Context: an optimization exercise on an open-source flow, tuned for small area and a short achievable clock period. The choices shown serve that exercise and are no tape-out recipe.
Where RTL was checked, it was by simulation tests only, not by an equivalence proof against the original.
Only the layout flow was run in run 2; the RTL was not checked for function there.

==> flow/design.v, too long to show whole: its modules and the start of the top module <==
// module lrn_fa: 4 lines
// module lrn_ha: 4 lines
// module lrn_pgi: 4 lines
// module lrn_xor2: 3 lines
// module lrn_nor2: 3 lines
// module lrn_bsel: 3 lines
// module lrn_inc: 8 lines
// module lrn_step: 15 lines
// module mapper_lrn: 2045 lines
module mapper_lrn #(
    parameter N_WIDTH = 2,     
    parameter M_WIDTH = 10,     
    parameter E_WIDTH = 6,     
    parameter F_WIDTH = 6,     
    parameter V_WIDTH = 2,     
    parameter ADDR_BUS_WIDTH = 20,     
    parameter DATA_WIDTH     = 16,     
    parameter ROW_MAJOR      = 1      
)(
    input  logic                             core_clk,                
    input  logic                             reset,                   
    input  logic                             start_normalization,     
    input  logic [N_WIDTH- 1 : 0]            dim4,                    
    input  logic [M_WIDTH- 1 : 0]            dim3,                    
    input  logic [E_WIDTH- 1 : 0]            dim2,                    
    input  logic [F_WIDTH- 1 : 0]            dim1,                    
    input  logic [V_WIDTH- 1 : 0]            padding_num,             
    input  logic                             normalized_window,    
    input  logic                             full_flag,               
    input  logic                             div_out_valid,           
    output logic [ADDR_BUS_WIDTH - 1 : 0]    r_addr,                  
    output logic                             r_enable,                
    output logic [ADDR_BUS_WIDTH - 1 : 0]    w_addr,                  
    output logic                             w_enable,                
    output logic                             normalized_layer         
);
  // ...
==> flow/flow/run.sh <==
#!/bin/bash
set -euo pipefail
bash standard.sh BUFFER_PORTS_ARGS="-buffer_cell sky130_fd_sc_hd__buf_1" finish > standard.log 2>&1
==> flow/standard.sh <==
#!/bin/bash
# synth_recipe.tcl (not shown) runs the flow's synth.tcl, then flattens the netlist and writes it again
# the make line also repeats each setting of config.mk as NAME=value (left out here)
make -C /OpenROAD-flow-scripts/flow DESIGN_CONFIG=/design/flow/config.mk WORK_HOME=/design/flow/orfs CLKGATE_MAP_FILE= SYNTH_SCRIPT=/design/flow/synth_recipe.tcl "${@:-finish}"
==> flow/config.mk <==
export PLATFORM = sky130hd
export DESIGN_NAME = mapper_lrn
export DESIGN_NICKNAME = mapper_lrn
export VERILOG_FILES = /design/flow/design.v
export SDC_FILE = /design/flow/constraint.sdc
export NUM_CORES = 4
export LEC_CHECK = 0
export CAP_MARGIN = 20
export CORE_MARGIN = 2
export CORE_UTILIZATION = 40
export CTS_BUF_LIST = sky130_fd_sc_hd__clkbuf_8
export SETUP_SLACK_MARGIN = 3.75
export SLEW_MARGIN = 20
export SYNTH_HIERARCHICAL = 1
export SYNTH_MINIMUM_KEEP_SIZE = 0
==> flow/constraint.sdc <==
create_clock -name core_clock -period 20.0 [get_ports {core_clk}]
set_input_delay 4.0000 -clock core_clock [delete_from_list [all_inputs] [get_ports {core_clk}]]
set_output_delay 4.0000 -clock core_clock [all_outputs]
set_load 0.01 [all_outputs]
==> impl_metrics.csv, run 1 <==
group,metric,value,unit
status,status,"complete, no violations",
finish,syn2layout_area_growth,7.16,%
floorplan,io_pins,75,
floorplan,die_x,229,um
hold_path,hold_depth,2,
critical_path,path_delay_family,"adder cells",
logic_synthesis,syn_area,20200,um^2
route,routed_wl,49400,um
logic_synthesis,synthSimpleGateAreaFrac,19.3,%
grt,antenna_found_initial,1,
critical_path,crit_path_start,"padding_num[1]",
route,drtPass1Iterations,5,
grt,grt_pass1_vias,16000,
critical_path,worstSetupPathDepth,31,
placed_design,post_dp_cell_area,20700,um^2
finish,nClkBuffers,9,
finish,num_antenna_cells,0,
logic_synthesis,yosysTopAreaCellShare,48.9,%
critical_path,r2r-end,"normalized_pixels_count[21]",
cts,cts.reportedPaths.clkPinSlew,0.09,ns
placed_design,io_buffer_count,74,
cts,h-tree-depth,3,
cts,cts_tree,"yes",
==> run 2, diff against run 1 <==
--- a/flow/design.v
+++ b/flow/design.v
@@ -113,50 +113,50 @@
     assign n31 = ~(dim1[5] & dim2[0]);
     assign n32 = ~(dim1[5] & dim2[1]);
     assign n33 = ~(dim1[5] & dim2[2]);
     assign n34 = ~(dim1[5] & dim2[3]);
     assign n35 = ~(dim1[5] & dim2[4]);
     assign n36 = ~(dim1[5] & dim2[5]);
     lrn_fa u37 (.a(n3), .b(n8), .c(n13), .s(s37), .co(c37));
     lrn_fa u38 (.a(n4), .b(n9), .c(n14), .s(s38), .co(c38));
-    lrn_fa u39 (.a(n19), .b(c37), .c(s38), .s(s39), .co(c39));
-    lrn_fa u40 (.a(n5), .b(n10), .c(n15), .s(s40), .co(c40));
-    lrn_fa u41 (.a(n20), .b(n25), .c(c38), .s(s41), .co(c41));
-    lrn_fa u42 (.a(s40), .b(c39), .c(s41), .s(s42), .co(c42));
-    lrn_fa u43 (.a(n6), .b(n11), .c(n16), .s(s43), .co(c43));
-    lrn_fa u44 (.a(n21), .b(n26), .c(n31), .s(s44), .co(c44));
-    lrn_fa u45 (.a(c40), .b(s43), .c(s44), .s(s45), .co(c45));
-    lrn_fa u46 (.a(c41), .b(s45), .c(c42), .s(s46), .co(c46));
-    lrn_fa u47 (.a(n12), .b(n17), .c(n22), .s(s47), .co(c47));
-    lrn_fa u48 (.a(n27), .b(n32), .c(c43), .s(s48), .co(c48));
-    lrn_fa u49 (.a(c44), .b(s47), .c(c45), .s(s49), .co(c49));
-    lrn_fa u50 (.a(s48), .b(s49), .c(c46), .s(s50), .co(c50));
-    lrn_fa u51 (.a(n18), .b(n23), .c(n28), .s(s51), .co(c51));
-    lrn_fa u52 (.a(n33), .b(c47), .c(s51), .s(s52), .co(c52));
-    lrn_fa u53 (.a(c48), .b(s52), .c(c49), .s(s53), .co(c53));
-    lrn_fa u54 (.a(n24), .b(n29), .c(n34), .s(s54), .co(c54));
-    lrn_fa u55 (.a(c51), .b(s54), .c(c52), .s(s55), .co(c55));
-    lrn_fa u56 (.a(n30), .b(n35), .c(c54), .s(s56), .co(c56));
+    lrn_fa u39 (.a(n5), .b(n10), .c(n15), .s(s39), .co(c39));
+    lrn_fa u40 (.a(n6), .b(n11), .c(n16), .s(s40), .co(c40));
+    lrn_fa u41 (.a(n21), .b(n26), .c(n31), .s(s41), .co(c41));
+    lrn_fa u42 (.a(n12), .b(n17), .c(n22), .s(s42), .co(c42));
+    lrn_fa u43 (.a(n18), .b(n23), .c(n28), .s(s43), .co(c43));
+    lrn_fa u44 (.a(n24), .b(n29), .c(n34), .s(s44), .co(c44));
+    lrn_fa u45 (.a(n19), .b(c37), .c(s38), .s(s45), .co(c45));
+    lrn_fa u46 (.a(n20), .b(n25), .c(c38), .s(s46), .co(c46));
+    lrn_fa u47 (.a(c39), .b(s40), .c(s41), .s(s47), .co(c47));
+    lrn_fa u48 (.a(n27), .b(n32), .c(c40), .s(s48), .co(c48));
+    lrn_fa u49 (.a(n33), .b(c42), .c(s43), .s(s49), .co(c49));
+    lrn_fa u50 (.a(n30), .b(n35), .c(c44), .s(s50), .co(c50));
+    lrn_fa u51 (.a(s39), .b(c45), .c(s46), .s(s51), .co(c51));
+    lrn_fa u52 (.a(c41), .b(s42), .c(c47), .s(s52), .co(c52));
+    lrn_fa u53 (.a(c43), .b(s44), .c(c49), .s(s53), .co(c53));
+    lrn_fa u54 (.a(c46), .b(s47), .c(c51), .s(s54), .co(c54));
+    lrn_fa u55 (.a(c48), .b(s49), .c(c52), .s(s55), .co(c55));
+    lrn_fa u56 (.a(s48), .b(s52), .c(c54), .s(s56), .co(c56));
     assign n57 = ~n1;
     lrn_xor2 u58x (.a(n2), .b(n7), .y(p58));
     lrn_nor2 u58n (.a(n2), .b(n7), .y(g58));
     assign n59 = ~s37;
-    assign n60 = ~s39;
-    assign n61 = ~s42;
-    assign n62 = ~s46;
-    assign n63 = ~s50;
-    lrn_xor2 u64x (.a(c50), .b(s53), .y(p64));
-    lrn_nor2 u64n (.a(c50), .b(s53), .y(g64));
-    lrn_xor2 u65x (.a(c53), .b(s55), .y(p65));
-    lrn_nor2 u65n (.a(c53), .b(s55), .y(g65));
-    lrn_xor2 u66x (.a(c55), .b(s56), .y(p66));
-    lrn_nor2 u66n (.a(c55), .b(s56), .y(g66));
-    lrn_xor2 u67x (.a(n36), .b(c56), .y(p67));
-    lrn_nor2 u67n (.a(n36), .b(c56), .y(g67));
+    assign n60 = ~s45;
+    assign n61 = ~s51;
+    assign n62 = ~s54;
+    assign n63 = ~s56;
+    lrn_xor2 u64x (.a(c56), .b(s55), .y(p64));
+    lrn_nor2 u64n (.a(c56), .b(s55), .y(g64));
+    lrn_xor2 u65x (.a(s53), .b(c55), .y(p65));
+    lrn_nor2 u65n (.a(s53), .b(c55), .y(g65));
+    lrn_xor2 u66x (.a(s50), .b(c53), .y(p66));
+    lrn_nor2 u66n (.a(s50), .b(c53), .y(g66));
+    lrn_xor2 u67x (.a(n36), .b(c50), .y(p67));
+    lrn_nor2 u67n (.a(n36), .b(c50), .y(g67));
     assign n68 = p58 & n57;
     assign n69 = n60 & n59;
     assign n70 = n62 & n61;
     assign n71 = p64 & n63;
     assign n72 = p66 & g65;
     assign n73 = g66 | n72;
     assign n74 = p66 & p65;
     assign n75 = n59 & g58;
@@ -229,18 +229,18 @@
     lrn_fa u142 (.a(n133), .b(n113), .c(n122), .s(s142), .co(c142));
     lrn_fa u143 (.a(n134), .b(n114), .c(n123), .s(s143), .co(c143));
     lrn_fa u144 (.a(n135), .b(n115), .c(n124), .s(s144), .co(c144));
     lrn_fa u145 (.a(n136), .b(n116), .c(n125), .s(s145), .co(c145));
     lrn_fa u146 (.a(n137), .b(n117), .c(n126), .s(s146), .co(c146));
     lrn_fa u147 (.a(n138), .b(n118), .c(n127), .s(s147), .co(c147));
     lrn_fa u148 (.a(n139), .b(n119), .c(n128), .s(s148), .co(c148));
     lrn_fa u149 (.a(n140), .b(n120), .c(n129), .s(s149), .co(c149));
-    lrn_xor2 u150x (.a(n111), .b(n131), .y(p150));
-    lrn_nor2 u150n (.a(n111), .b(n131), .y(g150));
+    lrn_xor2 u150x (.a(n131), .b(n111), .y(p150));
+    lrn_nor2 u150n (.a(n131), .b(n111), .y(g150));
     assign n151 = ~s141;
     lrn_xor2 u152x (.a(c141), .b(s142), .y(p152));
     lrn_nor2 u152n (.a(c141), .b(s142), .y(g152));
     lrn_xor2 u153x (.a(c142), .b(s143), .y(p153));
     lrn_nor2 u153n (.a(c142), .b(s143), .y(g153));
     lrn_xor2 u154x (.a(c143), .b(s144), .y(p154));
     lrn_nor2 u154n (.a(c143), .b(s144), .y(g154));
     lrn_xor2 u155x (.a(c144), .b(s145), .y(p155));
@@ -492,86 +492,86 @@
     assign n395 = ~idx2_r[0];
     assign n396 = ~idx2_r[1];
     assign n397 = ~idx2_r[2];
     assign n398 = ~idx2_r[3];
     assign n399 = ~idx2_r[4];
     assign n400 = ~idx2_r[5];
     lrn_fa u401 (.a(n395), .b(n359), .c(n221), .s(s401), .co(c401));
     lrn_fa u402 (.a(n396), .b(n360), .c(n365), .s(s402), .co(c402));
-    lrn_fa u403 (.a(s402), .b(n233), .c(c401), .s(s403), .co(c403));
-    lrn_fa u404 (.a(n397), .b(n361), .c(n366), .s(s404), .co(c404));
-    lrn_fa u405 (.a(n371), .b(c402), .c(s404), .s(s405), .co(c405));
-    lrn_fa u406 (.a(s405), .b(n234), .c(n245), .s(s406), .co(c406));
-    lrn_fa u407 (.a(n223), .b(c403), .c(s406), .s(s407), .co(c407));
-    lrn_fa u408 (.a(n398), .b(n362), .c(n367), .s(s408), .co(c408));
-    lrn_fa u409 (.a(n372), .b(n377), .c(c404), .s(s409), .co(c409));
-    lrn_fa u410 (.a(s408), .b(c405), .c(s409), .s(s410), .co(c410));
-    lrn_fa u411 (.a(n246), .b(n235), .c(s410), .s(s411), .co(c411));
-    lrn_fa u412 (.a(n224), .b(c406), .c(n257), .s(s412), .co(c412));
-    lrn_fa u413 (.a(s411), .b(c407), .c(s412), .s(s413), .co(c413));
-    lrn_fa u414 (.a(n399), .b(n363), .c(n368), .s(s414), .co(c414));
-    lrn_fa u415 (.a(n373), .b(n378), .c(n383), .s(s415), .co(c415));
-    lrn_fa u416 (.a(c408), .b(s414), .c(s415), .s(s416), .co(c416));
-    lrn_fa u417 (.a(c409), .b(s416), .c(n247), .s(s417), .co(c417));
-    lrn_fa u418 (.a(c410), .b(n236), .c(n258), .s(s418), .co(c418));
-    lrn_fa u419 (.a(s417), .b(n225), .c(c411), .s(s419), .co(c419));
-    lrn_fa u420 (.a(n269), .b(c412), .c(s418), .s(s420), .co(c420));
-    lrn_fa u421 (.a(s419), .b(c413), .c(s420), .s(s421), .co(c421));
-    lrn_fa u422 (.a(n400), .b(n364), .c(n369), .s(s422), .co(c422));
-    lrn_fa u423 (.a(n374), .b(n379), .c(n384), .s(s423), .co(c423));
-    lrn_fa u424 (.a(n389), .b(c414), .c(c415), .s(s424), .co(c424));
-    lrn_fa u425 (.a(s422), .b(s423), .c(c416), .s(s425), .co(c425));
-    lrn_fa u426 (.a(s424), .b(s425), .c(n248), .s(s426), .co(c426));
-    lrn_fa u427 (.a(n259), .b(c417), .c(n237), .s(s427), .co(c427));
-    lrn_fa u428 (.a(s426), .b(n226), .c(n270), .s(s428), .co(c428));
-    lrn_fa u429 (.a(c418), .b(c419), .c(s427), .s(s429), .co(c429));
-    lrn_fa u430 (.a(n281), .b(c420), .c(s428), .s(s430), .co(c430));
-    lrn_fa u431 (.a(s429), .b(c421), .c(s430), .s(s431), .co(c431));
-    lrn_fa u432 (.a(n370), .b(n375), .c(n380), .s(s432), .co(c432));
-    lrn_fa u433 (.a(n385), .b(n390), .c(c422), .s(s433), .co(c433));
-    lrn_fa u434 (.a(c423), .b(s432), .c(c424), .s(s434), .co(c434));
-    lrn_fa u435 (.a(s433), .b(c425), .c(s434), .s(s435), .co(c435));
-    lrn_fa u436 (.a(n260), .b(n249), .c(s435), .s(s436), .co(c436));
-    lrn_fa u437 (.a(c426), .b(n227), .c(n238), .s(s437), .co(c437));
-    lrn_fa u438 (.a(n271), .b(c427), .c(s436), .s(s438), .co(c438));
-    lrn_fa u439 (.a(n282), .b(c428), .c(s437), .s(s439), .co(c439));
-    lrn_fa u440 (.a(c429), .b(s438), .c(n293), .s(s440), .co(c440));
-    lrn_fa u441 (.a(c430), .b(s439), .c(s440), .s(s441), .co(c441));
-    lrn_fa u442 (.a(n376), .b(n381), .c(n386), .s(s442), .co(c442));
-    lrn_fa u443 (.a(n391), .b(c432), .c(s442), .s(s443), .co(c443));
-    lrn_fa u444 (.a(c433), .b(s443), .c(c434), .s(s444), .co(c444));
-    lrn_fa u445 (.a(c435), .b(s444), .c(n261), .s(s445), .co(c445));
-    lrn_fa u446 (.a(n228), .b(n239), .c(n250), .s(s446), .co(c446));
-    lrn_fa u447 (.a(n272), .b(c436), .c(s445), .s(s447), .co(c447));
-    lrn_fa u448 (.a(c437), .b(n283), .c(s446), .s(s448), .co(c448));
-    lrn_fa u449 (.a(c438), .b(s447), .c(n294), .s(s449), .co(c449));
-    lrn_fa u450 (.a(c439), .b(s448), .c(n305), .s(s450), .co(c450));
-    lrn_fa u451 (.a(c440), .b(s449), .c(s450), .s(s451), .co(c451));
-    lrn_fa u452 (.a(n382), .b(n387), .c(n392), .s(s452), .co(c452));
-    lrn_fa u453 (.a(c442), .b(s452), .c(c443), .s(s453), .co(c453));
-    lrn_fa u454 (.a(s453), .b(c444), .c(n229), .s(s454), .co(c454));
-    lrn_fa u455 (.a(n240), .b(n251), .c(n262), .s(s455), .co(c455));
-    lrn_fa u456 (.a(n273), .b(c445), .c(c446), .s(s456), .co(c456));
-    lrn_fa u457 (.a(n284), .b(s454), .c(s455), .s(s457), .co(c457));
-    lrn_fa u458 (.a(c447), .b(n295), .c(c448), .s(s458), .co(c458));
-    lrn_fa u459 (.a(s456), .b(s457), .c(n306), .s(s459), .co(c459));
-    lrn_fa u460 (.a(c449), .b(s458), .c(c450), .s(s460), .co(c460));
-    lrn_fa u461 (.a(n317), .b(s459), .c(c451), .s(s461), .co(c461));
-    lrn_fa u462 (.a(n388), .b(n393), .c(c452), .s(s462), .co(c462));
-    lrn_fa u463 (.a(s462), .b(c453), .c(n241), .s(s463), .co(c463));
+    lrn_fa u403 (.a(n397), .b(n361), .c(n366), .s(s403), .co(c403));
+    lrn_fa u404 (.a(n398), .b(n362), .c(n367), .s(s404), .co(c404));
+    lrn_fa u405 (.a(n399), .b(n363), .c(n368), .s(s405), .co(c405));
+    lrn_fa u406 (.a(n373), .b(n378), .c(n383), .s(s406), .co(c406));
+    lrn_fa u407 (.a(n400), .b(n364), .c(n369), .s(s407), .co(c407));
+    lrn_fa u408 (.a(n374), .b(n379), .c(n384), .s(s408), .co(c408));
+    lrn_fa u409 (.a(n370), .b(n375), .c(n380), .s(s409), .co(c409));
+    lrn_fa u410 (.a(n376), .b(n381), .c(n386), .s(s410), .co(c410));
+    lrn_fa u411 (.a(n382), .b(n387), .c(n392), .s(s411), .co(c411));
+    lrn_fa u412 (.a(s402), .b(n233), .c(c401), .s(s412), .co(c412));
+    lrn_fa u413 (.a(n371), .b(c402), .c(s403), .s(s413), .co(c413));
+    lrn_fa u414 (.a(n372), .b(n377), .c(c403), .s(s414), .co(c414));
+    lrn_fa u415 (.a(c404), .b(s405), .c(s406), .s(s415), .co(c415));
+    lrn_fa u416 (.a(n389), .b(c405), .c(c406), .s(s416), .co(c416));
+    lrn_fa u417 (.a(n385), .b(n390), .c(c407), .s(s417), .co(c417));
+    lrn_fa u418 (.a(n391), .b(c409), .c(s410), .s(s418), .co(c418));
+    lrn_fa u419 (.a(n388), .b(n393), .c(c411), .s(s419), .co(c419));
+    lrn_fa u420 (.a(s404), .b(c413), .c(s414), .s(s420), .co(c420));
+    lrn_fa u421 (.a(s407), .b(s408), .c(c415), .s(s421), .co(c421));
+    lrn_fa u422 (.a(c408), .b(s409), .c(c416), .s(s422), .co(c422));
+    lrn_fa u423 (.a(c410), .b(s411), .c(c418), .s(s423), .co(c423));
+    lrn_fa u424 (.a(c414), .b(s415), .c(c420), .s(s424), .co(c424));
+    lrn_fa u425 (.a(s417), .b(c421), .c(s422), .s(s425), .co(c425));
+    lrn_fa u426 (.a(c417), .b(s418), .c(c422), .s(s426), .co(c426));
+    lrn_fa u427 (.a(s416), .b(s421), .c(c424), .s(s427), .co(c427));
+    lrn_fa u428 (.a(s413), .b(n234), .c(n245), .s(s428), .co(c428));
+    lrn_fa u429 (.a(n223), .b(c412), .c(s428), .s(s429), .co(c429));
+    lrn_fa u430 (.a(n246), .b(n235), .c(s420), .s(s430), .co(c430));
+    lrn_fa u431 (.a(n224), .b(c428), .c(n257), .s(s431), .co(c431));
+    lrn_fa u432 (.a(s430), .b(c429), .c(s431), .s(s432), .co(c432));
+    lrn_fa u433 (.a(n247), .b(n236), .c(n258), .s(s433), .co(c433));
+    lrn_fa u434 (.a(n225), .b(s424), .c(c430), .s(s434), .co(c434));
+    lrn_fa u435 (.a(n269), .b(c431), .c(s433), .s(s435), .co(c435));
+    lrn_fa u436 (.a(s434), .b(c432), .c(s435), .s(s436), .co(c436));
+    lrn_fa u437 (.a(n248), .b(n259), .c(n237), .s(s437), .co(c437));
+    lrn_fa u438 (.a(n226), .b(n270), .c(c433), .s(s438), .co(c438));
+    lrn_fa u439 (.a(s427), .b(c434), .c(s437), .s(s439), .co(c439));
+    lrn_fa u440 (.a(n281), .b(c435), .c(s438), .s(s440), .co(c440));
+    lrn_fa u441 (.a(s439), .b(c436), .c(s440), .s(s441), .co(c441));
+    lrn_fa u442 (.a(n260), .b(n249), .c(s425), .s(s442), .co(c442));
+    lrn_fa u443 (.a(n227), .b(n238), .c(n271), .s(s443), .co(c443));
+    lrn_fa u444 (.a(c427), .b(c437), .c(s442), .s(s444), .co(c444));
+    lrn_fa u445 (.a(n282), .b(c438), .c(s443), .s(s445), .co(c445));
+    lrn_fa u446 (.a(c439), .b(s444), .c(n293), .s(s446), .co(c446));
+    lrn_fa u447 (.a(c440), .b(s445), .c(s446), .s(s447), .co(c447));
+    lrn_fa u448 (.a(c425), .b(s426), .c(n261), .s(s448), .co(c448));
+    lrn_fa u449 (.a(n228), .b(n239), .c(n250), .s(s449), .co(c449));
+    lrn_fa u450 (.a(n272), .b(c442), .c(s448), .s(s450), .co(c450));
+    lrn_fa u451 (.a(n283), .b(c443), .c(s449), .s(s451), .co(c451));
+    lrn_fa u452 (.a(c444), .b(s450), .c(n294), .s(s452), .co(c452));
+    lrn_fa u453 (.a(c445), .b(s451), .c(n305), .s(s453), .co(c453));
+    lrn_fa u454 (.a(c446), .b(s452), .c(s453), .s(s454), .co(c454));
+    lrn_fa u455 (.a(s423), .b(c426), .c(n229), .s(s455), .co(c455));
+    lrn_fa u456 (.a(n240), .b(n251), .c(n262), .s(s456), .co(c456));
+    lrn_fa u457 (.a(n273), .b(c448), .c(c449), .s(s457), .co(c457));
+    lrn_fa u458 (.a(n284), .b(s455), .c(s456), .s(s458), .co(c458));
+    lrn_fa u459 (.a(c450), .b(n295), .c(c451), .s(s459), .co(c459));
+    lrn_fa u460 (.a(s457), .b(s458), .c(n306), .s(s460), .co(c460));
+    lrn_fa u461 (.a(c452), .b(s459), .c(c453), .s(s461), .co(c461));
+    lrn_fa u462 (.a(n317), .b(s460), .c(c454), .s(s462), .co(c462));
+    lrn_fa u463 (.a(s419), .b(c423), .c(n241), .s(s463), .co(c463));
     lrn_fa u464 (.a(n252), .b(n263), .c(n274), .s(s464), .co(c464));
-    lrn_fa u465 (.a(n230), .b(c454), .c(c455), .s(s465), .co(c465));
+    lrn_fa u465 (.a(n230), .b(c455), .c(c456), .s(s465), .co(c465));
     lrn_fa u466 (.a(n285), .b(s463), .c(s464), .s(s466), .co(c466));
-    lrn_fa u467 (.a(c456), .b(n296), .c(c457), .s(s467), .co(c467));
+    lrn_fa u467 (.a(c457), .b(n296), .c(c458), .s(s467), .co(c467));
     lrn_fa u468 (.a(s465), .b(s466), .c(n307), .s(s468), .co(c468));
-    lrn_fa u469 (.a(c458), .b(s467), .c(c459), .s(s469), .co(c469));
+    lrn_fa u469 (.a(c459), .b(s467), .c(c460), .s(s469), .co(c469));
     lrn_fa u470 (.a(n318), .b(s468), .c(n329), .s(s470), .co(c470));
-    lrn_fa u471 (.a(c460), .b(s469), .c(s470), .s(s471), .co(c471));
-    lrn_fa u472 (.a(n394), .b(c462), .c(n253), .s(s472), .co(c472));
+    lrn_fa u471 (.a(c461), .b(s469), .c(s470), .s(s471), .co(c471));
+    lrn_fa u472 (.a(n394), .b(c419), .c(n253), .s(s472), .co(c472));
     lrn_fa u473 (.a(n264), .b(n275), .c(n231), .s(s473), .co(c473));
     lrn_fa u474 (.a(n242), .b(c463), .c(n286), .s(s474), .co(c474));
     lrn_fa u475 (.a(c464), .b(s472), .c(s473), .s(s475), .co(c475));
     lrn_fa u476 (.a(c465), .b(n297), .c(c466), .s(s476), .co(c476));
     lrn_fa u477 (.a(s474), .b(n308), .c(s475), .s(s477), .co(c477));
     lrn_fa u478 (.a(c467), .b(s476), .c(c468), .s(s478), .co(c478));
     lrn_fa u479 (.a(n319), .b(s477), .c(n330), .s(s479), .co(c479));
     lrn_fa u480 (.a(n340), .b(c469), .c(s478), .s(s480), .co(c480));
@@ -634,30 +634,30 @@
     lrn_fa u537 (.a(n316), .b(n327), .c(n357), .s(s537), .co(c537));
     lrn_fa u538 (.a(n338), .b(n348), .c(c532), .s(s538), .co(c538));
     lrn_fa u539 (.a(s537), .b(c533), .c(c534), .s(s539), .co(c539));
     lrn_fa u540 (.a(s538), .b(c535), .c(s539), .s(s540), .co(c540));
     lrn_fa u541 (.a(n328), .b(n358), .c(n339), .s(s541), .co(c541));
     lrn_fa u542 (.a(n349), .b(c537), .c(s541), .s(s542), .co(c542));
     lrn_fa u543 (.a(c538), .b(s542), .c(c539), .s(s543), .co(c543));
     assign n544 = ~s401;
-    lrn_xor2 u545x (.a(n222), .b(s403), .y(p545));
-    lrn_nor2 u545n (.a(n222), .b(s403), .y(g545));
-    assign n546 = ~s407;
-    assign n547 = ~s413;
-    assign n548 = ~s421;
-    assign n549 = ~s431;
-    lrn_xor2 u550x (.a(c431), .b(s441), .y(p550));
-    lrn_nor2 u550n (.a(c431), .b(s441), .y(g550));
-    lrn_xor2 u551x (.a(c441), .b(s451), .y(p551));
-    lrn_nor2 u551n (.a(c441), .b(s451), .y(g551));
-    lrn_xor2 u552x (.a(s460), .b(s461), .y(p552));
-    lrn_nor2 u552n (.a(s460), .b(s461), .y(g552));
-    lrn_xor2 u553x (.a(c461), .b(s471), .y(p553));
-    lrn_nor2 u553n (.a(c461), .b(s471), .y(g553));
+    lrn_xor2 u545x (.a(s412), .b(n222), .y(p545));
+    lrn_nor2 u545n (.a(s412), .b(n222), .y(g545));
+    assign n546 = ~s429;
+    assign n547 = ~s432;
+    assign n548 = ~s436;
+    assign n549 = ~s441;
+    lrn_xor2 u550x (.a(c441), .b(s447), .y(p550));
+    lrn_nor2 u550n (.a(c441), .b(s447), .y(g550));
+    lrn_xor2 u551x (.a(c447), .b(s454), .y(p551));
+    lrn_nor2 u551n (.a(c447), .b(s454), .y(g551));
+    lrn_xor2 u552x (.a(s461), .b(s462), .y(p552));
+    lrn_nor2 u552n (.a(s461), .b(s462), .y(g552));
+    lrn_xor2 u553x (.a(c462), .b(s471), .y(p553));
+    lrn_nor2 u553n (.a(c462), .b(s471), .y(g553));
     lrn_xor2 u554x (.a(c471), .b(s481), .y(p554));
     lrn_nor2 u554n (.a(c471), .b(s481), .y(g554));
     lrn_xor2 u555x (.a(c481), .b(s491), .y(p555));
     lrn_nor2 u555n (.a(c481), .b(s491), .y(g555));
     assign n556 = ~s501;
     lrn_xor2 u557x (.a(c501), .b(s510), .y(p557));
     lrn_nor2 u557n (.a(c501), .b(s510), .y(g557));
     lrn_xor2 u558x (.a(c510), .b(s518), .y(p558));
@@ -895,18 +895,18 @@
     lrn_fa u780 (.a(n771), .b(n751), .c(n760), .s(s780), .co(c780));
     lrn_fa u781 (.a(n772), .b(n752), .c(n761), .s(s781), .co(c781));
     lrn_fa u782 (.a(n773), .b(n753), .c(n762), .s(s782), .co(c782));
     lrn_fa u783 (.a(n774), .b(n754), .c(n763), .s(s783), .co(c783));
     lrn_fa u784 (.a(n775), .b(n755), .c(n764), .s(s784), .co(c784));
     lrn_fa u785 (.a(n776), .b(n756), .c(n765), .s(s785), .co(c785));
     lrn_fa u786 (.a(n777), .b(n757), .c(n766), .s(s786), .co(c786));
     lrn_fa u787 (.a(n778), .b(n758), .c(n767), .s(s787), .co(c787));
-    lrn_xor2 u788x (.a(n749), .b(n769), .y(p788));
-    lrn_nor2 u788n (.a(n749), .b(n769), .y(g788));
+    lrn_xor2 u788x (.a(n769), .b(n749), .y(p788));
+    lrn_nor2 u788n (.a(n769), .b(n749), .y(g788));
     assign n789 = ~s779;
     lrn_xor2 u790x (.a(c779), .b(s780), .y(p790));
     lrn_nor2 u790n (.a(c779), .b(s780), .y(g790));
     lrn_xor2 u791x (.a(c780), .b(s781), .y(p791));
     lrn_nor2 u791n (.a(c780), .b(s781), .y(g791));
     lrn_xor2 u792x (.a(c781), .b(s782), .y(p792));
     lrn_nor2 u792n (.a(c781), .b(s782), .y(g792));
     lrn_xor2 u793x (.a(c782), .b(s783), .y(p793));
@@ -1013,21 +1013,21 @@
     assign n888 = ~(n715 & n748);
     assign n889 = ~(n716 & n725);
     assign n890 = ~(n716 & p726);
     assign n891 = ~(n716 & n745);
     assign n892 = ~(n716 & n746);
     assign n893 = ~(n716 & n747);
     assign n894 = ~(n716 & n748);
     lrn_fa u895 (.a(n866), .b(n861), .c(n871), .s(s895), .co(c895));
-    lrn_fa u896 (.a(n867), .b(n872), .c(n862), .s(s896), .co(c896));
-    lrn_fa u897 (.a(n877), .b(c895), .c(s896), .s(s897), .co(c897));
+    lrn_fa u896 (.a(n867), .b(n872), .c(c895), .s(s896), .co(c896));
+    lrn_fa u897 (.a(n862), .b(n877), .c(s896), .s(s897), .co(c897));
     lrn_fa u898 (.a(n873), .b(n868), .c(n878), .s(s898), .co(c898));
-    lrn_fa u899 (.a(n863), .b(n883), .c(c896), .s(s899), .co(c899));
-    lrn_fa u900 (.a(s898), .b(c897), .c(s899), .s(s900), .co(c900));
+    lrn_fa u899 (.a(n863), .b(n883), .c(s898), .s(s899), .co(c899));
+    lrn_fa u900 (.a(c896), .b(s899), .c(c897), .s(s900), .co(c900));
     lrn_fa u901 (.a(n874), .b(n879), .c(n869), .s(s901), .co(c901));
     lrn_fa u902 (.a(n884), .b(n864), .c(n889), .s(s902), .co(c902));
     lrn_fa u903 (.a(c898), .b(s901), .c(s902), .s(s903), .co(c903));
     lrn_fa u904 (.a(c899), .b(s903), .c(c900), .s(s904), .co(c904));
     lrn_fa u905 (.a(n880), .b(n875), .c(n885), .s(s905), .co(c905));
     lrn_fa u906 (.a(n870), .b(n890), .c(c901), .s(s906), .co(c906));
     lrn_fa u907 (.a(s905), .b(c902), .c(s906), .s(s907), .co(c907));
     lrn_fa u908 (.a(c903), .b(s907), .c(c904), .s(s908), .co(c908));
@@ -1286,140 +1286,140 @@
     assign n1156 = ~idx2_w[1];
     assign n1157 = ~idx2_w[2];
     assign n1158 = ~idx2_w[3];
     assign n1159 = ~idx2_w[4];
     assign n1160 = ~idx2_w[5];
     assign n1161 = ~padding_num[0];
     assign n1162 = ~padding_num[1];
     lrn_fa u1163 (.a(n1155), .b(n1161), .c(n1143), .s(s1163), .co(c1163));
-    lrn_fa u1164 (.a(n1107), .b(s1163), .c(n969), .s(s1164), .co(c1164));
-    lrn_fa u1165 (.a(n1156), .b(n1162), .c(n1149), .s(s1165), .co(c1165));
-    lrn_fa u1166 (.a(n1113), .b(n1144), .c(n1108), .s(s1166), .co(c1166));
-    lrn_fa u1167 (.a(c1163), .b(s1165), .c(s1166), .s(s1167), .co(c1167));
-    lrn_fa u1168 (.a(n981), .b(c1164), .c(n970), .s(s1168), .co(c1168));
-    lrn_fa u1169 (.a(n1157), .b(n1119), .c(n1150), .s(s1169), .co(c1169));
-    lrn_fa u1170 (.a(n1114), .b(n1145), .c(c1165), .s(s1170), .co(c1170));
-    lrn_fa u1171 (.a(n1109), .b(s1169), .c(c1166), .s(s1171), .co(c1171));
-    lrn_fa u1172 (.a(s1170), .b(n982), .c(c1167), .s(s1172), .co(c1172));
-    lrn_fa u1173 (.a(s1171), .b(n971), .c(c1168), .s(s1173), .co(c1173));
-    lrn_fa u1174 (.a(s1172), .b(n993), .c(s1173), .s(s1174), .co(c1174));
-    lrn_fa u1175 (.a(n1158), .b(n1125), .c(n1120), .s(s1175), .co(c1175));
-    lrn_fa u1176 (.a(n1151), .b(n1115), .c(c1169), .s(s1176), .co(c1176));
-    lrn_fa u1177 (.a(n1146), .b(s1175), .c(n1110), .s(s1177), .co(c1177));
-    lrn_fa u1178 (.a(c1170), .b(s1176), .c(c1171), .s(s1178), .co(c1178));
-    lrn_fa u1179 (.a(n983), .b(s1177), .c(c1172), .s(s1179), .co(c1179));
-    lrn_fa u1180 (.a(s1178), .b(n972), .c(n994), .s(s1180), .co(c1180));
-    lrn_fa u1181 (.a(c1173), .b(s1179), .c(s1180), .s(s1181), .co(c1181));
-    lrn_fa u1182 (.a(c1174), .b(n1005), .c(s1181), .s(s1182), .co(c1182));
-    lrn_fa u1183 (.a(n1159), .b(n1131), .c(n1126), .s(s1183), .co(c1183));
-    lrn_fa u1184 (.a(n1121), .b(n1152), .c(c1175), .s(s1184), .co(c1184));
-    lrn_fa u1185 (.a(s1183), .b(n1116), .c(n1147), .s(s1185), .co(c1185));
-    lrn_fa u1186 (.a(n1111), .b(c1176), .c(s1184), .s(s1186), .co(c1186));
-    lrn_fa u1187 (.a(c1177), .b(s1185), .c(c1178), .s(s1187), .co(c1187));
-    lrn_fa u1188 (.a(n984), .b(s1186), .c(n995), .s(s1188), .co(c1188));
-    lrn_fa u1189 (.a(n973), .b(c1179), .c(s1187), .s(s1189), .co(c1189));
-    lrn_fa u1190 (.a(c1180), .b(s1188), .c(s1189), .s(s1190), .co(c1190));
-    lrn_fa u1191 (.a(n1006), .b(c1181), .c(n1017), .s(s1191), .co(c1191));
-    lrn_fa u1192 (.a(s1190), .b(c1182), .c(s1191), .s(s1192), .co(c1192));
-    lrn_fa u1193 (.a(n1160), .b(n1137), .c(n1132), .s(s1193), .co(c1193));
-    lrn_fa u1194 (.a(n1127), .b(c1183), .c(s1193), .s(s1194), .co(c1194));
-    lrn_fa u1195 (.a(n1122), .b(n1153), .c(n1117), .s(s1195), .co(c1195));
-    lrn_fa u1196 (.a(n1148), .b(c1184), .c(n1112), .s(s1196), .co(c1196));
-    lrn_fa u1197 (.a(s1194), .b(c1185), .c(s1195), .s(s1197), .co(c1197));
-    lrn_fa u1198 (.a(c1186), .b(s1196), .c(n996), .s(s1198), .co(c1198));
-    lrn_fa u1199 (.a(n985), .b(s1197), .c(c1187), .s(s1199), .co(c1199));
-    lrn_fa u1200 (.a(n974), .b(c1188), .c(s1198), .s(s1200), .co(c1200));
-    lrn_fa u1201 (.a(c1189), .b(s1199), .c(n1007), .s(s1201), .co(c1201));
-    lrn_fa u1202 (.a(s1200), .b(c1190), .c(n1018), .s(s1202), .co(c1202));
-    lrn_fa u1203 (.a(s1201), .b(n1029), .c(c1191), .s(s1203), .co(c1203));
-    lrn_fa u1204 (.a(s1202), .b(c1192), .c(s1203), .s(s1204), .co(c1204));
-    lrn_fa u1205 (.a(n1138), .b(n1133), .c(c1193), .s(s1205), .co(c1205));
-    lrn_fa u1206 (.a(n1128), .b(n1123), .c(n1154), .s(s1206), .co(c1206));
-    lrn_fa u1207 (.a(n1118), .b(c1194), .c(s1205), .s(s1207), .co(c1207));
-    lrn_fa u1208 (.a(c1195), .b(s1206), .c(c1196), .s(s1208), .co(c1208));
-    lrn_fa u1209 (.a(s1207), .b(n997), .c(c1197), .s(s1209), .co(c1209));
-    lrn_fa u1210 (.a(s1208), .b(n975), .c(n986), .s(s1210), .co(c1210));
-    lrn_fa u1211 (.a(c1198), .b(s1209), .c(c1199), .s(s1211), .co(c1211));
-    lrn_fa u1212 (.a(n1008), .b(s1210), .c(c1200), .s(s1212), .co(c1212));
-    lrn_fa u1213 (.a(s1211), .b(n1019), .c(c1201), .s(s1213), .co(c1213));
-    lrn_fa u1214 (.a(s1212), .b(n1030), .c(c1202), .s(s1214), .co(c1214));
-    lrn_fa u1215 (.a(s1213), .b(n1041), .c(c1203), .s(s1215), .co(c1215));
-    lrn_fa u1216 (.a(s1214), .b(s1215), .c(c1204), .s(s1216), .co(c1216));
-    lrn_fa u1217 (.a(n1139), .b(n1134), .c(n1129), .s(s1217), .co(c1217));
-    lrn_fa u1218 (.a(c1205), .b(n1124), .c(c1206), .s(s1218), .co(c1218));
-    lrn_fa u1219 (.a(s1217), .b(c1207), .c(s1218), .s(s1219), .co(c1219));
-    lrn_fa u1220 (.a(c1208), .b(n976), .c(n987), .s(s1220), .co(c1220));
-    lrn_fa u1221 (.a(n998), .b(c1209), .c(s1219), .s(s1221), .co(c1221));
-    lrn_fa u1222 (.a(c1210), .b(n1009), .c(s1220), .s(s1222), .co(c1222));
-    lrn_fa u1223 (.a(c1211), .b(s1221), .c(n1020), .s(s1223), .co(c1223));
-    lrn_fa u1224 (.a(s1222), .b(c1212), .c(n1031), .s(s1224), .co(c1224));
-    lrn_fa u1225 (.a(c1213), .b(s1223), .c(n1042), .s(s1225), .co(c1225));
-    lrn_fa u1226 (.a(c1214), .b(s1224), .c(n1053), .s(s1226), .co(c1226));
-    lrn_fa u1227 (.a(c1215), .b(s1225), .c(s1226), .s(s1227), .co(c1227));
-    lrn_fa u1228 (.a(n1140), .b(n1135), .c(n1130), .s(s1228), .co(c1228));
-    lrn_fa u1229 (.a(c1217), .b(s1228), .c(c1218), .s(s1229), .co(c1229));
-    lrn_fa u1230 (.a(n977), .b(n988), .c(n999), .s(s1230), .co(c1230));
-    lrn_fa u1231 (.a(c1219), .b(s1229), .c(c1220), .s(s1231), .co(c1231));
-    lrn_fa u1232 (.a(n1010), .b(s1230), .c(c1221), .s(s1232), .co(c1232));
-    lrn_fa u1233 (.a(n1021), .b(c1222), .c(s1231), .s(s1233), .co(c1233));
-    lrn_fa u1234 (.a(s1232), .b(n1032), .c(c1223), .s(s1234), .co(c1234));
-    lrn_fa u1235 (.a(s1233), .b(n1043), .c(c1224), .s(s1235), .co(c1235));
-    lrn_fa u1236 (.a(s1234), .b(n1054), .c(c1225), .s(s1236), .co(c1236));
-    lrn_fa u1237 (.a(s1235), .b(c1226), .c(n1065), .s(s1237), .co(c1237));
-    lrn_fa u1238 (.a(s1236), .b(c1227), .c(s1237), .s(s1238), .co(c1238));
-    lrn_fa u1239 (.a(n1141), .b(n1136), .c(c1228), .s(s1239), .co(c1239));
-    lrn_fa u1240 (.a(s1239), .b(n989), .c(n1000), .s(s1240), .co(c1240));
-    lrn_fa u1241 (.a(c1229), .b(n978), .c(c1230), .s(s1241), .co(c1241));
-    lrn_fa u1242 (.a(n1011), .b(s1240), .c(c1231), .s(s1242), .co(c1242));
-    lrn_fa u1243 (.a(n1022), .b(s1241), .c(c1232), .s(s1243), .co(c1243));
-    lrn_fa u1244 (.a(n1033), .b(c1233), .c(s1242), .s(s1244), .co(c1244));
-    lrn_fa u1245 (.a(s1243), .b(n1044), .c(c1234), .s(s1245), .co(c1245));
-    lrn_fa u1246 (.a(s1244), .b(n1055), .c(c1235), .s(s1246), .co(c1246));
-    lrn_fa u1247 (.a(s1245), .b(n1066), .c(c1236), .s(s1247), .co(c1247));
-    lrn_fa u1248 (.a(s1246), .b(n1077), .c(c1237), .s(s1248), .co(c1248));
-    lrn_fa u1249 (.a(s1247), .b(c1238), .c(s1248), .s(s1249), .co(c1249));
-    lrn_fa u1250 (.a(n1142), .b(c1239), .c(n1001), .s(s1250), .co(c1250));
-    lrn_fa u1251 (.a(n979), .b(n990), .c(c1240), .s(s1251), .co(c1251));
-    lrn_fa u1252 (.a(n1012), .b(s1250), .c(c1241), .s(s1252), .co(c1252));
-    lrn_fa u1253 (.a(n1023), .b(s1251), .c(c1242), .s(s1253), .co(c1253));
-    lrn_fa u1254 (.a(n1034), .b(s1252), .c(c1243), .s(s1254), .co(c1254));
-    lrn_fa u1255 (.a(n1045), .b(c1244), .c(s1253), .s(s1255), .co(c1255));
-    lrn_fa u1256 (.a(n1056), .b(s1254), .c(c1245), .s(s1256), .co(c1256));
-    lrn_fa u1257 (.a(s1255), .b(n1067), .c(c1246), .s(s1257), .co(c1257));
+    lrn_fa u1164 (.a(n1156), .b(n1162), .c(n1149), .s(s1164), .co(c1164));
+    lrn_fa u1165 (.a(n1113), .b(n1144), .c(n1108), .s(s1165), .co(c1165));
+    lrn_fa u1166 (.a(n1157), .b(n1119), .c(n1150), .s(s1166), .co(c1166));
+    lrn_fa u1167 (.a(n1114), .b(n1145), .c(n1109), .s(s1167), .co(c1167));
+    lrn_fa u1168 (.a(n1158), .b(n1125), .c(n1120), .s(s1168), .co(c1168));
+    lrn_fa u1169 (.a(n1151), .b(n1115), .c(n1146), .s(s1169), .co(c1169));
+    lrn_fa u1170 (.a(n1159), .b(n1131), .c(n1126), .s(s1170), .co(c1170));
+    lrn_fa u1171 (.a(n1121), .b(n1152), .c(n1116), .s(s1171), .co(c1171));
+    lrn_fa u1172 (.a(n1160), .b(n1137), .c(n1132), .s(s1172), .co(c1172));
+    lrn_fa u1173 (.a(n1127), .b(n1122), .c(n1153), .s(s1173), .co(c1173));
+    lrn_fa u1174 (.a(n1117), .b(n1148), .c(n1112), .s(s1174), .co(c1174));
+    lrn_fa u1175 (.a(n1138), .b(n1133), .c(n1128), .s(s1175), .co(c1175));
+    lrn_fa u1176 (.a(n1123), .b(n1154), .c(n1118), .s(s1176), .co(c1176));
+    lrn_fa u1177 (.a(n1139), .b(n1134), .c(n1129), .s(s1177), .co(c1177));
+    lrn_fa u1178 (.a(n1140), .b(n1135), .c(n1130), .s(s1178), .co(c1178));
+    lrn_fa u1179 (.a(n1107), .b(s1163), .c(n969), .s(s1179), .co(c1179));
+    lrn_fa u1180 (.a(c1163), .b(s1164), .c(s1165), .s(s1180), .co(c1180));
+    lrn_fa u1181 (.a(c1164), .b(s1166), .c(c1165), .s(s1181), .co(c1181));
+    lrn_fa u1182 (.a(s1167), .b(n982), .c(n971), .s(s1182), .co(c1182));
+    lrn_fa u1183 (.a(c1166), .b(s1168), .c(n1110), .s(s1183), .co(c1183));
+    lrn_fa u1184 (.a(c1167), .b(s1169), .c(n983), .s(s1184), .co(c1184));
+    lrn_fa u1185 (.a(c1168), .b(s1170), .c(n1147), .s(s1185), .co(c1185));
+    lrn_fa u1186 (.a(n1111), .b(c1169), .c(s1171), .s(s1186), .co(c1186));
+    lrn_fa u1187 (.a(c1170), .b(s1172), .c(c1171), .s(s1187), .co(c1187));
+    lrn_fa u1188 (.a(c1172), .b(c1173), .c(s1175), .s(s1188), .co(c1188));
+    lrn_fa u1189 (.a(n1124), .b(c1175), .c(s1177), .s(s1189), .co(c1189));
+    lrn_fa u1190 (.a(n1141), .b(n1136), .c(c1178), .s(s1190), .co(c1190));
+    lrn_fa u1191 (.a(n981), .b(c1179), .c(n970), .s(s1191), .co(c1191));
+    lrn_fa u1192 (.a(c1180), .b(s1181), .c(s1182), .s(s1192), .co(c1192));
+    lrn_fa u1193 (.a(c1181), .b(s1183), .c(c1182), .s(s1193), .co(c1193));
+    lrn_fa u1194 (.a(c1183), .b(s1185), .c(c1184), .s(s1194), .co(c1194));
+    lrn_fa u1195 (.a(c1185), .b(s1173), .c(s1174), .s(s1195), .co(c1195));
+    lrn_fa u1196 (.a(c1174), .b(s1176), .c(c1187), .s(s1196), .co(c1196));
+    lrn_fa u1197 (.a(c1176), .b(c1188), .c(s1189), .s(s1197), .co(c1197));
+    lrn_fa u1198 (.a(c1177), .b(s1178), .c(c1189), .s(s1198), .co(c1198));
+    lrn_fa u1199 (.a(s1184), .b(c1192), .c(s1193), .s(s1199), .co(c1199));
+    lrn_fa u1200 (.a(s1186), .b(c1193), .c(s1194), .s(s1200), .co(c1200));
+    lrn_fa u1201 (.a(c1186), .b(s1187), .c(s1195), .s(s1201), .co(c1201));
+    lrn_fa u1202 (.a(s1188), .b(c1195), .c(s1196), .s(s1202), .co(c1202));
+    lrn_fa u1203 (.a(c1194), .b(s1201), .c(c1200), .s(s1203), .co(c1203));
+    lrn_fa u1204 (.a(c1196), .b(s1197), .c(c1202), .s(s1204), .co(c1204));
+    lrn_fa u1205 (.a(c1201), .b(s1202), .c(c1203), .s(s1205), .co(c1205));
+    lrn_fa u1206 (.a(c1197), .b(s1198), .c(c1204), .s(s1206), .co(c1206));
+    lrn_fa u1207 (.a(s1190), .b(c1198), .c(c1206), .s(s1207), .co(c1207));
+    lrn_fa u1208 (.a(n1142), .b(c1190), .c(c1207), .s(s1208), .co(c1208));
+    lrn_fa u1209 (.a(c1191), .b(n993), .c(s1192), .s(s1209), .co(c1209));
+    lrn_fa u1210 (.a(n972), .b(n994), .c(n1005), .s(s1210), .co(c1210));
+    lrn_fa u1211 (.a(s1199), .b(c1209), .c(s1210), .s(s1211), .co(c1211));
+    lrn_fa u1212 (.a(n984), .b(n995), .c(n973), .s(s1212), .co(c1212));
+    lrn_fa u1213 (.a(s1212), .b(c1199), .c(n1006), .s(s1213), .co(c1213));
+    lrn_fa u1214 (.a(s1200), .b(n1017), .c(c1210), .s(s1214), .co(c1214));
+    lrn_fa u1215 (.a(s1213), .b(c1211), .c(s1214), .s(s1215), .co(c1215));
+    lrn_fa u1216 (.a(n996), .b(n985), .c(n974), .s(s1216), .co(c1216));
+    lrn_fa u1217 (.a(c1212), .b(s1216), .c(n1007), .s(s1217), .co(c1217));
+    lrn_fa u1218 (.a(n1018), .b(c1213), .c(s1203), .s(s1218), .co(c1218));
+    lrn_fa u1219 (.a(s1217), .b(n1029), .c(c1214), .s(s1219), .co(c1219));
+    lrn_fa u1220 (.a(s1218), .b(c1215), .c(s1219), .s(s1220), .co(c1220));
+    lrn_fa u1221 (.a(n997), .b(n975), .c(n986), .s(s1221), .co(c1221));
+    lrn_fa u1222 (.a(c1216), .b(s1221), .c(n1008), .s(s1222), .co(c1222));
+    lrn_fa u1223 (.a(n1019), .b(c1217), .c(s1222), .s(s1223), .co(c1223));
+    lrn_fa u1224 (.a(n1030), .b(s1205), .c(c1218), .s(s1224), .co(c1224));
+    lrn_fa u1225 (.a(s1223), .b(n1041), .c(c1219), .s(s1225), .co(c1225));
+    lrn_fa u1226 (.a(s1224), .b(s1225), .c(c1220), .s(s1226), .co(c1226));
+    lrn_fa u1227 (.a(n976), .b(n987), .c(n998), .s(s1227), .co(c1227));
+    lrn_fa u1228 (.a(c1221), .b(s1227), .c(n1009), .s(s1228), .co(c1228));
+    lrn_fa u1229 (.a(s1204), .b(n1020), .c(c1222), .s(s1229), .co(c1229));
+    lrn_fa u1230 (.a(s1228), .b(c1205), .c(n1031), .s(s1230), .co(c1230));
+    lrn_fa u1231 (.a(c1223), .b(s1229), .c(n1042), .s(s1231), .co(c1231));
+    lrn_fa u1232 (.a(c1224), .b(s1230), .c(n1053), .s(s1232), .co(c1232));
+    lrn_fa u1233 (.a(c1225), .b(s1231), .c(s1232), .s(s1233), .co(c1233));
+    lrn_fa u1234 (.a(n977), .b(n988), .c(n999), .s(s1234), .co(c1234));
+    lrn_fa u1235 (.a(c1227), .b(s1234), .c(n1010), .s(s1235), .co(c1235));
+    lrn_fa u1236 (.a(n1021), .b(c1228), .c(s1235), .s(s1236), .co(c1236));
+    lrn_fa u1237 (.a(s1206), .b(n1032), .c(c1229), .s(s1237), .co(c1237));
+    lrn_fa u1238 (.a(s1236), .b(n1043), .c(c1230), .s(s1238), .co(c1238));
+    lrn_fa u1239 (.a(s1237), .b(n1054), .c(c1231), .s(s1239), .co(c1239));
+    lrn_fa u1240 (.a(s1238), .b(c1232), .c(n1065), .s(s1240), .co(c1240));
+    lrn_fa u1241 (.a(s1239), .b(c1233), .c(s1240), .s(s1241), .co(c1241));
+    lrn_fa u1242 (.a(n989), .b(n1000), .c(n978), .s(s1242), .co(c1242));
+    lrn_fa u1243 (.a(c1234), .b(n1011), .c(s1242), .s(s1243), .co(c1243));
+    lrn_fa u1244 (.a(n1022), .b(c1235), .c(s1243), .s(s1244), .co(c1244));
+    lrn_fa u1245 (.a(n1033), .b(c1236), .c(s1244), .s(s1245), .co(c1245));
+    lrn_fa u1246 (.a(s1207), .b(n1044), .c(c1237), .s(s1246), .co(c1246));
+    lrn_fa u1247 (.a(n1055), .b(s1245), .c(c1238), .s(s1247), .co(c1247));
+    lrn_fa u1248 (.a(s1246), .b(n1066), .c(c1239), .s(s1248), .co(c1248));
+    lrn_fa u1249 (.a(s1247), .b(n1077), .c(c1240), .s(s1249), .co(c1249));
+    lrn_fa u1250 (.a(s1248), .b(c1241), .c(s1249), .s(s1250), .co(c1250));
+    lrn_fa u1251 (.a(n1001), .b(n979), .c(n990), .s(s1251), .co(c1251));
+    lrn_fa u1252 (.a(n1012), .b(c1242), .c(s1251), .s(s1252), .co(c1252));
+    lrn_fa u1253 (.a(n1023), .b(c1243), .c(s1252), .s(s1253), .co(c1253));
+    lrn_fa u1254 (.a(n1034), .b(c1244), .c(s1253), .s(s1254), .co(c1254));
+    lrn_fa u1255 (.a(n1045), .b(n1056), .c(c1245), .s(s1255), .co(c1255));
+    lrn_fa u1256 (.a(s1254), .b(s1208), .c(c1246), .s(s1256), .co(c1256));
+    lrn_fa u1257 (.a(n1067), .b(s1255), .c(c1247), .s(s1257), .co(c1257));
     lrn_fa u1258 (.a(s1256), .b(n1078), .c(n1088), .s(s1258), .co(c1258));
-    lrn_fa u1259 (.a(c1247), .b(s1257), .c(s1258), .s(s1259), .co(c1259));
-    lrn_fa u1260 (.a(c1248), .b(s1259), .c(c1249), .s(s1260), .co(c1260));
+    lrn_fa u1259 (.a(c1248), .b(s1257), .c(s1258), .s(s1259), .co(c1259));
+    lrn_fa u1260 (.a(c1249), .b(s1259), .c(c1250), .s(s1260), .co(c1260));
     lrn_fa u1261 (.a(n980), .b(n991), .c(n1002), .s(s1261), .co(c1261));
-    lrn_fa u1262 (.a(c1250), .b(n1013), .c(s1261), .s(s1262), .co(c1262));
-    lrn_fa u1263 (.a(c1251), .b(n1024), .c(c1252), .s(s1263), .co(c1263));
-    lrn_fa u1264 (.a(s1262), .b(n1035), .c(c1253), .s(s1264), .co(c1264));
-    lrn_fa u1265 (.a(n1046), .b(s1263), .c(c1254), .s(s1265), .co(c1265));
-    lrn_fa u1266 (.a(n1057), .b(c1255), .c(s1264), .s(s1266), .co(c1266));
-    lrn_fa u1267 (.a(s1265), .b(n1068), .c(n1098), .s(s1267), .co(c1267));
-    lrn_fa u1268 (.a(c1256), .b(s1266), .c(n1079), .s(s1268), .co(c1268));
-    lrn_fa u1269 (.a(n1089), .b(c1257), .c(s1267), .s(s1269), .co(c1269));
+    lrn_fa u1262 (.a(n1013), .b(c1251), .c(s1261), .s(s1262), .co(c1262));
+    lrn_fa u1263 (.a(n1024), .b(c1252), .c(s1262), .s(s1263), .co(c1263));
+    lrn_fa u1264 (.a(n1035), .b(c1253), .c(s1263), .s(s1264), .co(c1264));
+    lrn_fa u1265 (.a(n1046), .b(n1057), .c(c1254), .s(s1265), .co(c1265));
+    lrn_fa u1266 (.a(c1208), .b(s1264), .c(c1255), .s(s1266), .co(c1266));
+    lrn_fa u1267 (.a(n1068), .b(s1265), .c(n1098), .s(s1267), .co(c1267));
+    lrn_fa u1268 (.a(c1256), .b(n1079), .c(n1089), .s(s1268), .co(c1268));
+    lrn_fa u1269 (.a(s1266), .b(c1257), .c(s1267), .s(s1269), .co(c1269));
     lrn_fa u1270 (.a(c1258), .b(s1268), .c(s1269), .s(s1270), .co(c1270));
     lrn_fa u1271 (.a(c1259), .b(s1270), .c(c1260), .s(s1271), .co(c1271));
     lrn_fa u1272 (.a(n992), .b(n1003), .c(n1014), .s(s1272), .co(c1272));
     lrn_fa u1273 (.a(c1261), .b(n1025), .c(s1272), .s(s1273), .co(c1273));
     lrn_fa u1274 (.a(c1262), .b(n1036), .c(s1273), .s(s1274), .co(c1274));
     lrn_fa u1275 (.a(c1263), .b(n1047), .c(s1274), .s(s1275), .co(c1275));
     lrn_fa u1276 (.a(n1058), .b(c1264), .c(s1275), .s(s1276), .co(c1276));
     lrn_fa u1277 (.a(c1265), .b(n1069), .c(n1099), .s(s1277), .co(c1277));
-    lrn_fa u1278 (.a(c1266), .b(n1080), .c(n1090), .s(s1278), .co(c1278));
-    lrn_fa u1279 (.a(s1276), .b(c1267), .c(s1277), .s(s1279), .co(c1279));
+    lrn_fa u1278 (.a(n1080), .b(n1090), .c(s1276), .s(s1278), .co(c1278));
+    lrn_fa u1279 (.a(c1266), .b(c1267), .c(s1277), .s(s1279), .co(c1279));
     lrn_fa u1280 (.a(c1268), .b(s1278), .c(c1269), .s(s1280), .co(c1280));
     lrn_fa u1281 (.a(s1279), .b(c1270), .c(s1280), .s(s1281), .co(c1281));
     lrn_fa u1282 (.a(n1004), .b(n1015), .c(n1026), .s(s1282), .co(c1282));
     lrn_fa u1283 (.a(c1272), .b(n1037), .c(c1273), .s(s1283), .co(c1283));
     lrn_fa u1284 (.a(s1282), .b(n1048), .c(c1274), .s(s1284), .co(c1284));
-    lrn_fa u1285 (.a(s1283), .b(n1059), .c(s1284), .s(s1285), .co(c1285));
-    lrn_fa u1286 (.a(c1275), .b(n1070), .c(n1100), .s(s1286), .co(c1286));
-    lrn_fa u1287 (.a(s1285), .b(c1276), .c(n1081), .s(s1287), .co(c1287));
+    lrn_fa u1285 (.a(s1283), .b(n1059), .c(c1275), .s(s1285), .co(c1285));
+    lrn_fa u1286 (.a(s1284), .b(n1070), .c(n1100), .s(s1286), .co(c1286));
+    lrn_fa u1287 (.a(c1276), .b(s1285), .c(n1081), .s(s1287), .co(c1287));
     lrn_fa u1288 (.a(n1091), .b(c1277), .c(s1286), .s(s1288), .co(c1288));
     lrn_fa u1289 (.a(c1278), .b(s1287), .c(c1279), .s(s1289), .co(c1289));
     lrn_fa u1290 (.a(s1288), .b(c1280), .c(s1289), .s(s1290), .co(c1290));
     lrn_fa u1291 (.a(n1016), .b(n1027), .c(n1038), .s(s1291), .co(c1291));
     lrn_fa u1292 (.a(c1282), .b(n1049), .c(c1283), .s(s1292), .co(c1292));
     lrn_fa u1293 (.a(s1291), .b(n1060), .c(c1284), .s(s1293), .co(c1293));
     lrn_fa u1294 (.a(s1292), .b(n1071), .c(n1101), .s(s1294), .co(c1294));
     lrn_fa u1295 (.a(c1285), .b(s1293), .c(n1082), .s(s1295), .co(c1295));
@@ -1446,28 +1446,28 @@
     lrn_fa u1316 (.a(c1309), .b(s1315), .c(c1310), .s(s1316), .co(c1316));
     lrn_fa u1317 (.a(n1064), .b(n1075), .c(n1105), .s(s1317), .co(c1317));
     lrn_fa u1318 (.a(n1086), .b(n1096), .c(c1312), .s(s1318), .co(c1318));
     lrn_fa u1319 (.a(s1317), .b(c1313), .c(c1314), .s(s1319), .co(c1319));
     lrn_fa u1320 (.a(s1318), .b(c1315), .c(s1319), .s(s1320), .co(c1320));
     lrn_fa u1321 (.a(n1076), .b(n1106), .c(n1087), .s(s1321), .co(c1321));
     lrn_fa u1322 (.a(n1097), .b(c1317), .c(s1321), .s(s1322), .co(c1322));
     lrn_fa u1323 (.a(c1318), .b(s1322), .c(c1319), .s(s1323), .co(c1323));
-    assign n1324 = ~s1164;
-    lrn_xor2 u1325x (.a(s1167), .b(s1168), .y(p1325));
-    lrn_nor2 u1325n (.a(s1167), .b(s1168), .y(g1325));
-    assign n1326 = ~s1174;
-    assign n1327 = ~s1182;
-    assign n1328 = ~s1192;
-    assign n1329 = ~s1204;
-    assign n1330 = ~s1216;
-    lrn_xor2 u1331x (.a(c1216), .b(s1227), .y(p1331));
-    lrn_nor2 u1331n (.a(c1216), .b(s1227), .y(g1331));
-    assign n1332 = ~s1238;
-    assign n1333 = ~s1249;
+    assign n1324 = ~s1179;
+    lrn_xor2 u1325x (.a(s1180), .b(s1191), .y(p1325));
+    lrn_nor2 u1325n (.a(s1180), .b(s1191), .y(g1325));
+    assign n1326 = ~s1209;
+    assign n1327 = ~s1211;
+    assign n1328 = ~s1215;
+    assign n1329 = ~s1220;
+    assign n1330 = ~s1226;
+    lrn_xor2 u1331x (.a(c1226), .b(s1233), .y(p1331));
+    lrn_nor2 u1331n (.a(c1226), .b(s1233), .y(g1331));
+    assign n1332 = ~s1241;
+    assign n1333 = ~s1250;
     assign n1334 = ~s1260;
     assign n1335 = ~s1271;
     lrn_xor2 u1336x (.a(c1271), .b(s1281), .y(p1336));
     lrn_nor2 u1336n (.a(c1271), .b(s1281), .y(g1336));
     lrn_xor2 u1337x (.a(c1281), .b(s1290), .y(p1337));
     lrn_nor2 u1337n (.a(c1281), .b(s1290), .y(g1337));
     lrn_xor2 u1338x (.a(c1290), .b(s1298), .y(p1338));
     lrn_nor2 u1338n (.a(c1290), .b(s1298), .y(g1338));
==> flow/flow/run.sh (replaced) <==
#!/bin/bash
set -euo pipefail
bash standard.sh BUFFER_PORTS_ARGS="-buffer_cell sky130_fd_sc_hd__buf_2" finish > standard.log 2>&1
==> flow/config.mk (replaced) <==
export PLATFORM = sky130hd
export DESIGN_NAME = mapper_lrn
export DESIGN_NICKNAME = mapper_lrn
export VERILOG_FILES = /design/flow/design.v
export SDC_FILE = /design/flow/constraint.sdc
export NUM_CORES = 4
export LEC_CHECK = 0
export CAP_MARGIN = 20
export CORE_MARGIN = 2
export CORE_UTILIZATION = 40
export SETUP_SLACK_MARGIN = 4
export SLEW_MARGIN = 20
export SYNTH_HIERARCHICAL = 1
export SYNTH_MINIMUM_KEEP_SIZE = 0
==> impl_metrics.csv, run 2 <==
group,metric,value,unit
placed_design,post_dp_cell_area,20800,um^2
critical_path,crit_path_start_kind,"primary input",
route,viasPerCell,5.30,
critical_path,worst_setup_path_end_kind,"output pin",
finish,reg_top3,"normalized_pixels_count: 22 flops, idx3_r: 10 flops, idx3_w: 10 flops",
critical_path,critPathSlowestCell,"fa_1",
route,drc,0,
critical_path,arrival,11.98,ns
logic_synthesis,yosys-top-cells-count,"nand2_1 (741), fa_1 (493), nor2_1 (138)",
critical_path,cpMostUsedCell,"fa_2",
floorplan,dieArea,52300,um^2
route,wire_per_inst,18.6,um
placed_design,post-place-ws,2.73,ns
logic_synthesis,synth.distinct_cells,64,
route,routed_wl,52800,um
critical_path,worstSetupPathType,"in -> out",
critical_path,required,16.00,ns
placed_design,gp_congestion,0.885,
placed_design,dp.cells,2776,
logic_synthesis,yosysTopAreaCell,"fa_1",
floorplan,initial_core_util,40.4,%
grt,grt_start_max_net_pins,77,
logic_synthesis,yosysWarningCount,7,
floorplan,core_area,50000,um^2
finish,final_common_cell,"nand2_1",
cts,clock-sinks,76,
logic_synthesis,yosys_register_bits,76,
status,status,"complete, no violations",
logic_synthesis,ys_seq_area_share,9.42,%
grt,grt_pass1_vias,16600,
sta,fin_crit_sh,79.9,%
logic_synthesis,async_flop_share,100,%
logic_synthesis,synthTopCellsByArea,"fa_1 (49%), nand2_1 (14%), dfrtp_1 (9.4%)",
sta,rsz0062_at_grt,"true",
logic_synthesis,synth_fp_nets,2761,
critical_path,cp_max_fo,7,
sta,hold_viol,0,
finish,fin_nets,2746,
sta,setup_ws,4.02,ns
logic_synthesis,synth_edf_count,0,
sta,period_minus_slack,15.98,ns
grt,grt_pass1_wl,87200,um
finish,multi_input_area,17700,um^2
sta,max_freq,0.0626,GHz
sta,skew,0.00737,ns
cts,cts.reportedPaths.clkPinSlew,0.06,ns
route,drtPass1Iterations,5,
hold_path,hold_depth,2,
cts,clock_path_buffers,2,
cts,cts_tree,"yes",
logic_synthesis,synth_cells,2182,
placed_design,place.detailed.hpwl,41900,um
finish,final-seq-area,1900,um^2
hold_path,worstHoldPathType,"reg -> reg",
finish,n_fill_cell,4844,
finish,fin_area,22200,um^2
finish,largest-register,"normalized_pixels_count",
route,vias,15100,
route,drt_iter0_drc,858,
cts,root_buffer,"clkbuf_16",
finish,finalNonFillerCells,2844,
logic_synthesis,synth_ff_type,"dfrtp_1",
logic_synthesis,synth_most_common_cell,"nand2_1",
floorplan,io_pins,75,
sta,maxSlewViolCount,0,
finish,drive_above_1_share,13.5,%
sta,worst_pin_slew,1.08,ns
flow_run,drv_cap,0,
logic_synthesis,syn_area,20200,um^2
sta,tns,0,ns
floorplan,die_x,229,um
sta,setup_viol,0,
grt,grt_usage,20.8,%
finish,num_antenna_cells,0,
floorplan,fp-row-count,82,
critical_path,critical-path-max-stage-delay,0.59,ns
cts,clk_latency,0.36,ns
logic_synthesis,yosysTopAreaCellShare,48.9,%
grt,grt_overflow,0,
finish,mostFrequentLayoutCells,"nand2_1 (737), fa_1 (465), nor2_1 (129)",
critical_path,worstRegToRegCells,18,
route,postRouteAntennaNets,0,
sta,max_slew_margin,27.8,%
logic_synthesis,synth_area_per_cell,9.25,um^2
cts,h-tree-depth,3,
cts,cts_buffers,9,
finish,syn2layout_area_growth,10.0,%
floorplan,die_h,229,um
grt,antenna_found_initial,1,
finish,largest_register_ffs,22,
placed_design,io_buffer_count,74,
## run 2: routing by layer
metal	GRT usage, %	wire, um	up-vias
li1	-	-	6649
met1	27.3	22100	7973
met2	37.3	27600	380
met3	1.70	2010	75
met4	5.35	1080	2
met5	0	13	-
## run 2: final timing paths
path                                              endpoint  slack (ns)                  startpoint
max in group asynchronous                        idx1_w[1]       15.74                       reset
worst min register to register                   idx3_r[7]        0.48                   idx3_r[7]
worst max register to register  normalized_pixels_count[7]       12.45  normalized_pixels_count[2]
min in group asynchronous       normalized_pixels_count[4]        3.68                       reset
worst max-delay path                            w_addr[19]        4.02              padding_num[0]
worst min-delay path                             idx3_r[7]        0.48                   idx3_r[7]
## run 2: kinds of logic after synthesis
logic type	Yosys count	share of synthesized area (%)
compound gates	146	4.64
fa+ha+maj	547	52.2
simple gates	970	19.3
mux	14	0.992
flops	76	9.42
xor+xnor	177	7.68
other cells	4	0.0743
buf+inv	248	5.63
## run 2: repair_timing
action	in CTS	in global routing
hold buffers	0	0
gates cloned	0	2
buffers inserted	36	13
endpoints found under the setup margin	15	9
gates resized for setup	82	80
pin swaps	37	27
## run 2: cell type report
class | instances | area share, %
Sequential cell | 76 | 8.56
Inverter | 65 | 1.16
Timing Repair Buffer | 157 | 5.34
Tap cell | 672 | 3.79
Clock buffer | 9 | 1.01
Clock inverter | 7 | 0.344
Multi-Input combinational cell | 1858 | 79.8
## run 2: metrics by stage
stage | hold slack (ns) | utilization (%)
6_report | 0.482 | 44.4
5_1_grt | 0.512 | 44.4
3_3_place_gp | 0.464 | 41.6
2_1_floorplan | 0.450 | -
4_1_cts | 0.487 | 43.5
3_5_place_dp | 0.473 | 41.6
## run 2: worst max-delay path: cells and delay by family
kind | cells | cell delay [ns]
muxes | 1 | 0.22
AOI/OAI and AO/OA | 2 | 0.45
adders and majority gates | 14 | 5.77
xor gates and xnor gates | 1 | 0.21
buffers and inverters | 6 | 0.83
and+or+nand+nor | 6 | 0.45
## run 2: per-module statistics from Yosys, one instance, submodules excluded, a selection
module | cell area, um^2 | times used | flip-flops and latches
lrn_nor2 | 3.75 | 65 | 0
lrn_ha | 12.5 | 24 | 0
lrn_xor2 | 8.76 | 67 | 0
lrn_fa | 20.0 | 493 | 0
mapper_lrn | 9140 | 1 | 76

separate check: timing with driven ports:
The flow's constraints put no driver on any port. The routed layouts listed below were extracted and timed again, unchanged, in two steps.
Step 1 sets driving cells, clkbuf_16 on the clock port and buf_2 on the other inputs (assumed; they add their load-dependent delay and slew).
Step 2 moves the port delays by t, midway between the first and last clock arrival at a register: inputs arrive t later, outputs are due t later. That takes back most of the time a late clock gives input paths.
Three values: no drivers, after step 1, after step 2; two values: the first two.
| run | t, ns | setup slack, ns | worst setup path after step 2 | clock arrival spread, ns |
|---|---|---|---|---|
| run 1 | 0.429 | 4.095 / 4.029 / 4.029 | input to output | 0.013 / 0.013 |
| run 2 | 0.397 | 4.015 / 3.948 / 3.948 | input to output | 0.009 / 0.009 |
After both steps setup and hold are still met in every run listed. For run 2, which loses most, drivers alone change the setup slack by -0.067 ns; drivers and shift together by -0.067 ns.
